Context: an optimization exercise on an open-source flow, tuned for small area. The choices shown serve that exercise and are no tape-out recipe.
Only simulation tests tie the RTL to the original design; equivalence was not proved.
No activity file was given, so power comes from the tool's default toggle rates.

Setup of west:
// core
module core
#(
    parameter int unsigned NUM_HART = 4,
    parameter int unsigned REG_WIDTH = 32,
    parameter int unsigned MEM_ADDR_WIDTH = 12,
    localparam int unsigned BYTES_PER_REG = REG_WIDTH / 8
)(
    input  logic                        clk,
    input  logic                        rst,
    output logic                        imem_rd_en,
    output logic [MEM_ADDR_WIDTH-1:0]   imem_rd_addr,
    input  logic                        imem_rd_ack,
    input  logic [REG_WIDTH-1:0]        imem_rd_data,
    output logic [MEM_ADDR_WIDTH-1:0]   dmem_addr,
    output logic                        dmem_rd_en,
    output logic                        dmem_wr_en,
    output logic [REG_WIDTH-1:0]        dmem_wr_data,
    output logic [BYTES_PER_REG-1:0]    dmem_wr_ben,
    input  logic                        dmem_rd_ack,
    input  logic [REG_WIDTH-1:0]        dmem_rd_data,
    input  logic                        dmem_wr_ack
);
    logic fe;        
    logic z2, z3;    
    logic clr;       
    always_ff @(posedge clk) begin
        fe <= rst;
        z2 <= ~fe;
        z3 <= z2;
    end
  ...
==> flow/config.mk <==
export PLATFORM = sky130hd
export DESIGN_NAME = core
export DESIGN_NICKNAME = core
export VERILOG_FILES = /design/flow/design.v
export SDC_FILE = /design/flow/constraint.sdc
export NUM_CORES = 8
export LEC_CHECK = 0
export CAP_MARGIN = 20
export CORE_MARGIN = 2
export CORE_UTILIZATION = 75
export GPL_ROUTABILITY_DRIVEN = 0
export SLEW_MARGIN = 20
export SYNTH_HIERARCHICAL = 1
==> flow/constraint.sdc <==
create_clock -name core_clock -period 5.0 [get_ports {clk}]
set_input_delay 1.0000 -clock core_clock [delete_from_list [all_inputs] [get_ports {clk}]]
set_output_delay 1.0000 -clock core_clock [all_outputs]
set_load 0.01 [all_outputs]
standard.sh (not shown) runs the stock make flow with config.mk's settings and CLKGATE_MAP_FILE= SYNTH_SCRIPT=/design/flow/synth_recipe.tcl, a recipe that flattens the netlist after the stock synthesis.
==> flow/flow/run.sh <==
#!/bin/bash
# Layout flow: the standard flow (standard.sh), with two changes to how the layout is
# made: the clock tree is built from clkbuf_8 buffers without dummy loads, and the port
# buffers are the smallest buffer. Each tool's output goes to the ORFS logs under orfs/logs;
# the make output goes to flow.log here.
set -euo pipefail
export CTS_ARGS="-sink_clustering_enable -repair_clock_nets -dont_use_dummy_load -buf_list sky130_fd_sc_hd__clkbuf_8 -sink_clustering_size 16 -sink_clustering_max_diameter 50"
export BUFFER_PORTS_ARGS="-buffer_cell sky130_fd_sc_hd__buf_1"
bash standard.sh > flow.log 2>&1
west ended with every stage complete and zero timing, DRC or antenna violations.
[inputs] middle vs west
Settings: putting CTS_BUF_LIST at sky130_fd_sc_hd__clkbuf_8 where nothing was set; swapping 75 for 65 in CORE_UTILIZATION; clearing GPL_ROUTABILITY_DRIVEN, which used to be 0; putting CTS_CLUSTER_DIAMETER at 50 where nothing was set; putting CTS_CLUSTER_SIZE at 16 where nothing was set.
==> flow/run.sh (new file) <==
#!/bin/bash
# synth_recipe.tcl (not shown) runs the flow's synth.tcl, then flattens the netlist and writes it again
# the make line also repeats each setting of config.mk as NAME=value (left out here)
make -C /OpenROAD-flow-scripts/flow DESIGN_CONFIG=/design/flow/config.mk WORK_HOME=/design/flow/orfs CLKGATE_MAP_FILE= SYNTH_SCRIPT=/design/flow/synth_recipe.tcl finish
removed: flow/flow/run.sh
removed: flow/standard.sh
Results
- Final setup slack of the worst path (middle over west): increase, 190 ps
- Net switching component of the power: middle > west
- In middle relative to west, wire length per cell had gone down slightly.
- Looking at path category of the worst min-delay check, the flop to flop result is from middle; the input pin to flop one comes from west.


core, a different RTL version from the one above (not shown whole).
Size in the first run: about 8300 cells after synthesis, roughly 130 I/O pins, ~110000 µm² of cells after synthesis.
==> flow/config.mk <==
export PLATFORM = sky130hd
export DESIGN_NAME = core
export DESIGN_NICKNAME = core
export VERILOG_FILES = /design/flow/design.v
export SDC_FILE = /design/flow/constraint.sdc
export NUM_CORES = 8
export LEC_CHECK = 0
export CAP_MARGIN = 20
export CORE_MARGIN = 2
export CORE_UTILIZATION = 65
export SLEW_MARGIN = 20
export SYNTH_HIERARCHICAL = 1
==> flow/constraint.sdc <==
create_clock -name core_clock -period 5.0 [get_ports {clk}]
set_input_delay 1.0000 -clock core_clock [delete_from_list [all_inputs] [get_ports {clk}]]
set_output_delay 1.0000 -clock core_clock [all_outputs]
set_load 0.01 [all_outputs]
==> flow/flow/run.sh <==
#!/bin/bash
# Layout flow: the standard flow (standard.sh), with two changes to how the layout is
# made: the clock tree is built from clkbuf_8 buffers without dummy loads, and the port
# buffers are the smallest buffer. Each tool's output goes to the ORFS logs under orfs/logs;
# the make output goes to flow.log here.
set -euo pipefail
export CTS_ARGS="-sink_clustering_enable -repair_clock_nets -dont_use_dummy_load -buf_list sky130_fd_sc_hd__clkbuf_8 -sink_clustering_size 16 -sink_clustering_max_diameter 50"
export BUFFER_PORTS_ARGS="-buffer_cell sky130_fd_sc_hd__buf_1"
bash standard.sh > flow.log 2>&1
Rerun with:
==> flow/run.sh (new file) <==
#!/bin/bash
# synth_recipe.tcl (not shown) runs the flow's synth.tcl, then flattens the netlist and writes it again
# the make line also repeats each setting of config.mk as NAME=value (left out here)
make -C /OpenROAD-flow-scripts/flow DESIGN_CONFIG=/design/flow/config.mk WORK_HOME=/design/flow/orfs CLKGATE_MAP_FILE= SYNTH_SCRIPT=/design/flow/synth_recipe.tcl finish
Settings changed: CTS_BUF_LIST from default to sky130_fd_sc_hd__clkbuf_8, CTS_CLUSTER_DIAMETER from default to 50, CTS_CLUSTER_SIZE from default to 16.
removed: flow/flow/run.sh
removed: flow/standard.sh
The new run finished with timing, DRC and antenna clean.
Worst hold slack improves by 210 ps.
Final cell count goes up by 0.44%.
Setup slack loses 210 ps.
Via count barely changes.
Clock power increases by about 3%.
Die area stays the same.
Count of clock-buffer cells in the layout rose by 4.
Wire length hardly moves.
Synthesized cell count stays the same.
Non-clock buffer count is higher by 19.
Total power increases by 1.0%.

-- re-timing with driven ports --
How much do the figures lean on ideal ports? The routed layouts below were timed once more, with nothing changed but the port constraints.
Step 1: set_driving_cell puts a clkbuf_16 on clk and a buf_2 on each other input, an assumption about the parent block.
Step 2 times the ports against the registers' clock, not the clock port: input delays grow and output delays shrink by t, the midpoint of the rising clock arrivals with the driver on.
Three values: no drivers, after step 1, after step 2; two values: the first two.
| run | shift t [ns] | setup WS [ns] | hold slack, ns | worst setup path at the end | pins driven straight from the clock port |
|---|---|---|---|---|---|
| west | 1.107 | 0.092 / 0.092 / 0.092 | 0.045 / -0.021 / 0.263 | register to register | 1 |
| middle | 1.154 | 0.285 / 0.285 / 0.285 | 0.288 / 0.268 / 0.288 | register to register | 1 |
| the first run of note 2 | 1.099 | 0.367 / 0.367 / 0.367 | 0.080 / 0.022 / 0.254 | register to register | 1 |
| the second run of note 2 | 1.162 | 0.162 / 0.162 / 0.162 | 0.285 / 0.285 / 0.285 | register to register | 1 |
After both steps every run listed still meets setup and hold.
